This is an optimization exercise on Yosys and OpenROAD, whose aim is small area, not a production implementation.
Function was checked by simulation only, so behaviour that the tests miss may differ from the original.
Power is estimated from default activity; no workload was simulated.

==> design/flow/design.v <==
module VGA_DRIVER (
	RESET,
	CLOCK,
	PIXEL_COLOR_IN,
	PIXEL_X,
	PIXEL_Y,
	PIXEL_COLOR_OUT,
	H_SYNC_NEG,
	V_SYNC_NEG
);
input CLOCK;  
input RESET;
input  [7:0] PIXEL_COLOR_IN;  
output [9:0] PIXEL_X;  
output [9:0] PIXEL_Y;  
output [7:0] PIXEL_COLOR_OUT;  
output       H_SYNC_NEG;  
output       V_SYNC_NEG;  
reg  [9:0] pixel_count;
reg  [9:0] line_count;
assign PIXEL_X    = pixel_count;
assign PIXEL_Y    = line_count;
assign PIXEL_COLOR_OUT = (pixel_count<(640)  )
									? (PIXEL_COLOR_IN) : (8'b00000000) ;  
assign H_SYNC_NEG = (pixel_count>=656 && pixel_count<752) ? (1'b0) : (1'b1);  
assign V_SYNC_NEG = (line_count>=490 && line_count<492) ? (1'b0) : (1'b1);  
always @(posedge CLOCK) begin
	if (RESET) begin
		pixel_count <= 10'b0;
		line_count <= 10'b0;
	end
	else if (pixel_count == (795-1)) begin
		pixel_count <= 0;
		if (line_count == (525-1)) begin
		line_count <= 0;
		end 
		else begin
		line_count <= line_count + 1;
		end
	end 
	else begin
		pixel_count <= pixel_count + 1;
		line_count <= line_count;
	end
end
endmodule
module IMAGE_PROCESSOR (
	PIXEL_IN,
	CLK,
	RESET,
	VGA_PIXEL_X,
	VGA_PIXEL_Y,
	VGA_VSYNC_NEG,
	RESULT
);
input	[7:0]	PIXEL_IN;
input			CLK;
input			RESET;
input [9:0]	VGA_PIXEL_X;
input	[9:0]	VGA_PIXEL_Y;
input			VGA_VSYNC_NEG;
output reg [2:0] RESULT;
reg [15:0] BLUECOUNT;
reg [15:0] BLUECOUNTTEMP;
reg [15:0] REDCOUNT;
reg [15:0] REDCOUNTTEMP;
reg [8:0] BLUECOUNTTOP;
reg [8:0] REDCOUNTTOP;
reg [8:0] REDCOUNTTOPMID;
reg [8:0] BLUECOUNTTOPMID;
reg [8:0] REDCOUNTMID;
reg [8:0] BLUECOUNTMID;
reg [8:0] REDCOUNTBOTMID;
reg [8:0] BLUECOUNTBOTMID;
reg [8:0] BLUECOUNTBOTTOM;
reg [8:0] REDCOUNTBOTTOM;
reg [8:0] REDCOUNTTEMPTOP;
reg [8:0] BLUECOUNTTEMPTOP;
reg [8:0] REDCOUNTTEMPTOPMID;
reg [8:0] BLUECOUNTTEMPTOPMID;
reg [8:0] REDCOUNTTEMPMID;
reg [8:0] BLUECOUNTTEMPMID;
reg [8:0] REDCOUNTTEMPBOTMID;
reg [8:0] BLUECOUNTTEMPBOTMID;
reg [8:0] REDCOUNTTEMPBOTTOM;
reg [8:0] BLUECOUNTTEMPBOTTOM;
always @ (posedge CLK) begin
		if (RESET) begin
			RESULT = 3'b000;
			BLUECOUNT = 0;
			BLUECOUNTTEMP = 0;
			REDCOUNT = 0;
			REDCOUNTTEMP = 0;
			BLUECOUNTTOP = 0;
			REDCOUNTTOP = 0;
			REDCOUNTTOPMID = 0;
			BLUECOUNTTOPMID = 0;
			REDCOUNTMID = 0;
			BLUECOUNTMID = 0;
			REDCOUNTBOTMID = 0;
			BLUECOUNTBOTMID = 0;
			BLUECOUNTBOTTOM = 0;
			REDCOUNTBOTTOM = 0;
			REDCOUNTTEMPTOP = 0;
			BLUECOUNTTEMPTOP = 0;
			REDCOUNTTEMPTOPMID = 0;
			BLUECOUNTTEMPTOPMID = 0;
			REDCOUNTTEMPMID = 0;
			BLUECOUNTTEMPMID = 0;
			REDCOUNTTEMPBOTMID = 0;
			BLUECOUNTTEMPBOTMID = 0;
			REDCOUNTTEMPBOTTOM = 0;
			BLUECOUNTTEMPBOTTOM = 0;
		end
		else if (!VGA_VSYNC_NEG) begin
			if ((BLUECOUNTTEMP) > (REDCOUNTTEMP) && (BLUECOUNTTEMP) > 16'd17000) begin  
				if (BLUECOUNTTEMPTOPMID>BLUECOUNTTEMPTOP && BLUECOUNTTEMPMID>BLUECOUNTTEMPTOPMID && BLUECOUNTTEMPBOTMID>BLUECOUNTTEMPMID && BLUECOUNTTEMPBOTTOM>BLUECOUNTTEMPBOTMID) begin  
					RESULT = 3'b001;  
				end
				else if (BLUECOUNTTEMPTOP<BLUECOUNTTEMPTOPMID && BLUECOUNTTEMPTOP<BLUECOUNTTEMPMID && BLUECOUNTTEMPBOTTOM<BLUECOUNTTEMPMID && BLUECOUNTTEMPBOTTOM<BLUECOUNTTEMPBOTMID) begin
					RESULT = 3'b010;  
				end
				else begin
					RESULT = 3'b011;  
				end
			end
			else if ((REDCOUNTTEMP) > (BLUECOUNTTEMP) && (REDCOUNTTEMP) > 16'd17000) begin  
				if (REDCOUNTTEMPTOPMID>REDCOUNTTEMPTOP && REDCOUNTTEMPMID>REDCOUNTTEMPTOPMID && REDCOUNTTEMPBOTMID>REDCOUNTTEMPMID && REDCOUNTTEMPBOTTOM>REDCOUNTTEMPBOTMID) begin  
					RESULT = 3'b100;  
				end
				else if (REDCOUNTTEMPTOP<REDCOUNTTEMPTOPMID && REDCOUNTTEMPTOP<REDCOUNTTEMPMID && REDCOUNTTEMPBOTTOM<REDCOUNTTEMPMID && REDCOUNTTEMPBOTTOM<REDCOUNTTEMPBOTMID) begin
					RESULT = 3'b101;  
				end
				else begin
					RESULT = 3'b110;  
				end
			end
			else begin
				RESULT = 3'b000;  
			end
			BLUECOUNT = 0;
			REDCOUNT = 0;
			BLUECOUNTTOP = 0;
			REDCOUNTTOP = 0;
			REDCOUNTTOPMID = 0;
			BLUECOUNTTOPMID = 0;
			BLUECOUNTMID = 0;
			REDCOUNTMID = 0;
			BLUECOUNTBOTMID = 0;
			REDCOUNTBOTMID = 0;
			BLUECOUNTBOTTOM = 0;
			REDCOUNTBOTTOM = 0;
		end
		else begin
			RESULT = RESULT;
			if (PIXEL_IN[7:6] > PIXEL_IN[1:0] && PIXEL_IN[7:6] > PIXEL_IN[4:3]) begin
				REDCOUNT = REDCOUNT + 1'b1;
			end
			else if (PIXEL_IN[1:0] > PIXEL_IN[7:6] && PIXEL_IN[1:0] >= PIXEL_IN[4:3]) begin
				BLUECOUNT = BLUECOUNT + 1'b1;
			end
			REDCOUNTTEMP = REDCOUNT;
			BLUECOUNTTEMP = BLUECOUNT;
			if (VGA_PIXEL_Y == 10'd50 && (VGA_PIXEL_X>=10'd48 && VGA_PIXEL_X<=10'd128))begin
				if (PIXEL_IN[7:6] > PIXEL_IN[1:0] && PIXEL_IN[7:6] > PIXEL_IN[4:3]) begin
					REDCOUNTTOP = REDCOUNTTOP + 1'b1;
				end
				else if (PIXEL_IN[1:0] > PIXEL_IN[7:6] && PIXEL_IN[1:0] >= PIXEL_IN[4:3]) begin
					BLUECOUNTTOP = BLUECOUNTTOP + 1'b1;
				end
				REDCOUNTTEMPTOP = REDCOUNTTOP;
				BLUECOUNTTEMPTOP = BLUECOUNTTOP;
			end
			else if (VGA_PIXEL_Y == 10'd60 && (VGA_PIXEL_X>=10'd48 && VGA_PIXEL_X<=10'd128))begin
				if (PIXEL_IN[7:6] > PIXEL_IN[1:0] && PIXEL_IN[7:6] > PIXEL_IN[4:3]) begin
					REDCOUNTTOPMID = REDCOUNTTOPMID + 1'b1;
				end
				else if (PIXEL_IN[1:0] > PIXEL_IN[7:6] && PIXEL_IN[1:0] >= PIXEL_IN[4:3]) begin
					BLUECOUNTTOPMID = BLUECOUNTTOPMID + 1'b1;
				end
				REDCOUNTTEMPTOPMID = REDCOUNTTOPMID;
				BLUECOUNTTEMPTOPMID = BLUECOUNTTOPMID;
			end
			else if (VGA_PIXEL_Y == 10'd72 && (VGA_PIXEL_X>=10'd48 && VGA_PIXEL_X<=10'd128)) begin
				if (PIXEL_IN[7:6] > PIXEL_IN[1:0] && PIXEL_IN[7:6] > PIXEL_IN[4:3]) begin
					REDCOUNTMID = REDCOUNTMID + 1'b1;
				end
				else if (PIXEL_IN[1:0] > PIXEL_IN[7:6] && PIXEL_IN[1:0] >= PIXEL_IN[4:3]) begin
					BLUECOUNTMID = BLUECOUNTMID + 1'b1;
				end
				REDCOUNTTEMPMID = REDCOUNTMID;
				BLUECOUNTTEMPMID = BLUECOUNTMID;
			end
			else if (VGA_PIXEL_Y == 10'd84 && (VGA_PIXEL_X>=10'd48 && VGA_PIXEL_X<=10'd128)) begin
				if (PIXEL_IN[7:6] > PIXEL_IN[1:0] && PIXEL_IN[7:6] > PIXEL_IN[4:3]) begin
					REDCOUNTBOTMID = REDCOUNTBOTMID + 1'b1;
				end
				else if (PIXEL_IN[1:0] > PIXEL_IN[7:6] && PIXEL_IN[1:0] >= PIXEL_IN[4:3]) begin
					BLUECOUNTBOTMID = BLUECOUNTBOTMID + 1'b1;
				end
				REDCOUNTTEMPBOTMID = REDCOUNTBOTMID;
				BLUECOUNTTEMPBOTMID = BLUECOUNTBOTMID;
			end
			else if (VGA_PIXEL_Y == 10'd94 && (VGA_PIXEL_X>=10'd48 && VGA_PIXEL_X<=10'd128)) begin
				if (PIXEL_IN[7:6] > PIXEL_IN[1:0] && PIXEL_IN[7:6] > PIXEL_IN[4:3]) begin
					REDCOUNTBOTTOM = REDCOUNTBOTTOM + 1'b1;
				end
				else if (PIXEL_IN[1:0] > PIXEL_IN[7:6] && PIXEL_IN[1:0] >= PIXEL_IN[4:3]) begin
					BLUECOUNTBOTTOM = BLUECOUNTBOTTOM + 1'b1;
				end
				REDCOUNTTEMPBOTTOM = REDCOUNTBOTTOM;
				BLUECOUNTTEMPBOTTOM = BLUECOUNTBOTTOM;
			end
		end
end
endmodule
module vga_shape_detector (
	clk,
	reset,
	mem_rdata,
	mem_raddr,
	vga_color,
	vga_hsync_n,
	vga_vsync_n,
	result
);
localparam SCREEN_WIDTH = 176;
localparam SCREEN_HEIGHT = 144;
localparam BLUE = 8'b000_000_11;
input clk;
input reset;
input [7:0] mem_rdata;
output [14:0] mem_raddr;
output [7:0] vga_color;
output vga_hsync_n;
output vga_vsync_n;
output [2:0] result;
wire [9:0] VGA_PIXEL_X;
wire [9:0] VGA_PIXEL_Y;
wire       VGA_VSYNC_NEG;
reg [14:0] READ_ADDRESS;
reg        VGA_READ_MEM_EN;
assign mem_raddr = READ_ADDRESS;
assign vga_vsync_n = VGA_VSYNC_NEG;
VGA_DRIVER driver (
	.RESET(reset),
	.CLOCK(clk),
	.PIXEL_COLOR_IN(VGA_READ_MEM_EN ? mem_rdata : BLUE),
	.PIXEL_X(VGA_PIXEL_X),
	.PIXEL_Y(VGA_PIXEL_Y),
	.PIXEL_COLOR_OUT(vga_color),
	.H_SYNC_NEG(vga_hsync_n),
	.V_SYNC_NEG(VGA_VSYNC_NEG)
);
IMAGE_PROCESSOR proc (
	.PIXEL_IN(mem_rdata),
	.CLK(clk),
	.RESET(reset),
	.VGA_PIXEL_X(VGA_PIXEL_X),
	.VGA_PIXEL_Y(VGA_PIXEL_Y),
	.VGA_VSYNC_NEG(VGA_VSYNC_NEG),
	.RESULT(result)
);
always @ (VGA_PIXEL_X, VGA_PIXEL_Y) begin
		READ_ADDRESS = (VGA_PIXEL_X + VGA_PIXEL_Y*SCREEN_WIDTH);
		if((VGA_PIXEL_X>SCREEN_WIDTH-1) || VGA_PIXEL_Y>(SCREEN_HEIGHT-1)) begin
				VGA_READ_MEM_EN = 1'b0;
		end
		else begin
				VGA_READ_MEM_EN = 1'b1;
		end
end
endmodule
==> design/flow/run.sh <==
#!/bin/bash
# synth_recipe.tcl (not shown) runs the flow's synth.tcl, then flattens the netlist and writes it again
# the make line also repeats each setting of config.mk as NAME=value (left out here)
make -C /OpenROAD-flow-scripts/flow DESIGN_CONFIG=/design/flow/config.mk WORK_HOME=/design/flow/orfs CLKGATE_MAP_FILE= SYNTH_SCRIPT=/design/flow/synth_recipe.tcl finish
==> design/flow/config.mk <==
export PLATFORM = sky130hd
export DESIGN_NAME = vga_shape_detector
export DESIGN_NICKNAME = vga_shape_detector
export VERILOG_FILES = /design/flow/design.v
export SDC_FILE = /design/flow/constraint.sdc
export NUM_CORES = 4
export LEC_CHECK = 0
export CAP_MARGIN = 20
export CORE_MARGIN = 2
export CORE_UTILIZATION = 40
export PLACE_DENSITY = 0.6
export SLEW_MARGIN = 20
==> design/flow/constraint.sdc <==
create_clock -name core_clock -period 40.0 [get_ports {clk}]
set_input_delay 8.0000 -clock core_clock [delete_from_list [all_inputs] [get_ports {clk}]]
set_output_delay 8.0000 -clock core_clock [all_outputs]
set_load 0.01 [all_outputs]
==> results.json <==
{
  "portBuffers": 37,
  "synthArstFlopShare_pct": 0,
  "crit_top_cell": "clkdlybuf4s50_1",
  "slowest_delay_ns": 0.56,
  "wl_per_cell_um": 14.5,
  "syn_area_per_cell_sq_um": 8.54,
  "tns_ns": 0,
  "die_area_sq_mm": 0.0405,
  "syn_nets": 2005,
  "crit_chain": "clkdlybuf4s50_1, inv_1, a21boi_0, clkdlybuf4s50_1",
  "maxCapViolCount": 0,
  "ys_warn_count": 3,
  "antenna_found_initial": 0,
  "yosysTopAreaCell": "dfxtp_1",
  "p_leak_nw": 6.71,
  "grt_pass1_vias": 11955,
  "grt_max_degree": 103,
  "drive_gt1_share_pct": 5.25,
  "end_kind": "output port",
  "ctsLongestPathBuffers": 3,
  "pin_count": 38,
  "syn_to_final_growth_pct": 11.5,
  "clockRootBuffer": "clkbuf_16",
  "cts_setup_buffers": 0,
  "slew_violations": 0,
  "num_vias": 12227,
  "reg2reg_slack_ns": 37.11,
  "period_needed_ns": 17.27,
  "die_w_um": 201,
  "std_cell_rows": 72,
  "synth_cells": 1821,
  "synth_area_sq_mm": 0.0155,
  "rsz0062_at_grt": "false",
  "cts_hold_buf": 0,
  "synth_area_leaders": "dfxtp_1, ha_1, nor2_1",
  "ys_ff_latch": 267,
  "critPathLaunchType": "primary input",
  "via_per_inst": 5.17,
  "dp_hpwl_um": 24800,
  "skew_ns": 0.0184,
  "worst_ep_required_time_ns": 32.00,
  "overflow": 0,
  "worstSkewPairLatency_ns": 0.58,
  "grt_use_total_pct": 16.9,
  "cts_buffers": 31,
  "path_clk_slew_ns": 0.06,
  "synth_top_area_share_pct": 34.4,
  "postRouteWirelength_um": 34200,
  "place_congestion": 0.813,
  "fillCellCount": 3811,
  "rr_endpoint": "proc.RESULT[1]",
  "fin_total_pwr_mw": 0.565,
  "drc": 0,
  "place_inst": 2309,
  "ant_nets": 0,
  "start_util_pct": 40.4,
  "ys_seq_area_share_pct": 34.4,
  "tightest_slew_ns": 1.02,
  "setup_viol": 0,
  "core_sq_mm": 0.0385,
  "cpLargestDelayFamily": "buffers and inverters",
  "cp_num_buf_inv": 3,
  "drt_iter0_drc": 608,
  "drt_first_pass_iters": 7,
  "synth-main-ff-cell": "dfxtp_1",
  "period_share_pct": 43.2,
  "synth_common_cells": "nor2_1, dfxtp_1, ha_1",
  "die_h_um": 201,
  "hold_class": "reg2reg",
  "hp-start": "proc.BLUECOUNTTEMP[12]",
  "cts_tree": "done",
  "relSlewSlack_pct": 32.3,
  "h-tree-depth": 1,
  "crit_fanout": 3,
  "nets": 2009,
  "reg2regPathDepth": 7,
  "ir_drop_mv": 0.0348,
  "cp_data_arrival_time_ns": 9.27,
  "status": "complete, no violations",
  "worstHoldEndpoint": "proc.BLUECOUNTTEMP[12]",
  "cp_slowest_cell": "clkdlybuf4s50_1",
  "cts.sinks": 267,
  "post_cts_resized": 0,
  "fin_util_pct": 45.0,
  "grt_pass1_wl_um": 58200,
  "synth_edf_count": 0,
  "r2r-start": "driver.line_count[3]",
  "finalHoldViolCount": 0,
  "synth_cell_types": 68,
  "diodes": 0,
  "p_per_area_mw_per_mm2": 32.6,
  "crit_type": "in2out",
  "hold_path_depth": 1,
  "fmax_ghz": 0.0579,
  "final_cells": 2366,
  "yosysMostFrequentCell": "nor2_1"
}
sequential cells by signal, indices dropped and copies added, names as in the netlist, 10 cells and up:
signal,count
driver.line_count,10
proc.BLUECOUNT,16
proc.REDCOUNT,16
driver.pixel_count,10
proc.BLUECOUNTTEMP,16
proc.REDCOUNTTEMP,16
how the worst max path moves through the flow:
stage	from	endpoint	slack [ns]	cells past startpoint
floorplan	mem_rdata[0]	vga_color[0]	23.67	2
detailed placement	mem_rdata[1]	vga_color[1]	22.73	4
CTS	mem_rdata[1]	vga_color[1]	22.73	4
finish	mem_rdata[1]	vga_color[1]	22.73	4
global placement	mem_rdata[1]	vga_color[1]	22.72	4
global route	mem_rdata[1]	vga_color[1]	22.67	4
area by class of cell:
class,instances,area (sq um),area share (%)
timing repair buffer,51,497,2.87
sequential,267,5350,30.8
multi-input combinational,1354,9400,54.3
inverter,120,450,2.60
tap,518,648,3.74
clock buffer,47,906,5.23
clock inverter,9,80.1,0.462
cell families after synthesis:
kind of cell | share of synthesized area (%)
mux | 0.708
xor+xnor | 11.3
fa+ha+maj | 14.4
flops | 34.4
simple gates | 20.4
buf+inv | 5.30
compound gates | 13.5
per-stage QoR:
stage / instance area (sq um) / setup WS, ns / hold WS (ns)
2_1_floorplan: 15500 / 23.67 / 0.438
3_3_place_gp: 16300 / 22.72 / 0.460
3_5_place_dp: 16300 / 22.73 / 0.456
4_1_cts: 17300 / 22.73 / 0.470
5_1_grt: 17300 / 22.67 / 0.498
6_report: 17300 / 22.73 / 0.467
routing by layer:
| metal | part of all wire, % | track usage, % | wire [um] | vias to the layer above |
|---|---|---|---|---|
| met4 | 2.2 | 4.31 | 750 | 0 |
| met5 | 0 | 0 | 0 | - |
| met1 | 49 | 22.6 | 16800 | 5701 |
| met3 | 2.9 | 2.25 | 996 | 49 |
| li1 | - | - | - | 6344 |
| met2 | 46 | 28.6 | 15700 | 133 |
report_power, final:
group,internal (mW),leakage [nW],switching [mW]
clock,0.162,0.486,0.113
combinational,0.00722,4.07,0.0142
sequential,0.267,2.15,0.00127
total,0.436,6.71,0.129
layout by cell type (no fill, tap or decap), types with 3 or more instances in the layout:
cell             instances
o2111ai_1                3
a2111oi_0                5
xor2_1                 117
nor2b_1                 13
clkinv_2                 5
fa_1                     8
clkbuf_8                 7
a21o_1                  27
buf_4                   13
inv_1                  120
nand2_1                115
nand4_1                 45
o211ai_1                 5
clkbuf_1                 9
or2_2                    6
and4_1                  13
nand3_1                 65
nand2b_1                 8
clkbuf_16               31
a21oi_1                 61
o21ai_0                 58
mux2i_1                 11
a311oi_1                 7
nor4b_2                  3
o21a_1                   5
ha_1                   166
nor4_1                   9
o22ai_1                  3
and3_1                  26
and2_1                  10
nor2_1                 277
xnor2_1                 84
a211oi_1               105
nor3_1                  24
dfxtp_1                267
o31ai_1                  4
nor3_2                   5
or3_1                   21
clkdlybuf4s50_1         36
a211o_1                  3

-- port drivers added, routing unchanged --
In the flow no input, the clock included, has a driving cell. The finished layout below was timed again as built, in two steps.
Step 1 sets driving cells, clkbuf_16 on the clock port and buf_2 on the other inputs (assumed; they add their load-dependent delay and slew).
Step 2, shift: input delay + t, output delay - t, t = (earliest + latest rising clock arrival at the registers) / 2. This alone moves slack from input paths to output paths.
Slacks: ideal ports / drivers / drivers and shift; pairs: ideal ports / drivers.
t, ns: 0.619
slack for setup (ns): 22.731 / 22.706 / 22.706
worst data-port slew with drivers (ns): 0.04
cell pins on the clock port's net: 1
After both steps setup and hold are still met in this run. The setup slack of this run moves by -0.025 ns with the drivers and by -0.025 ns with both steps.
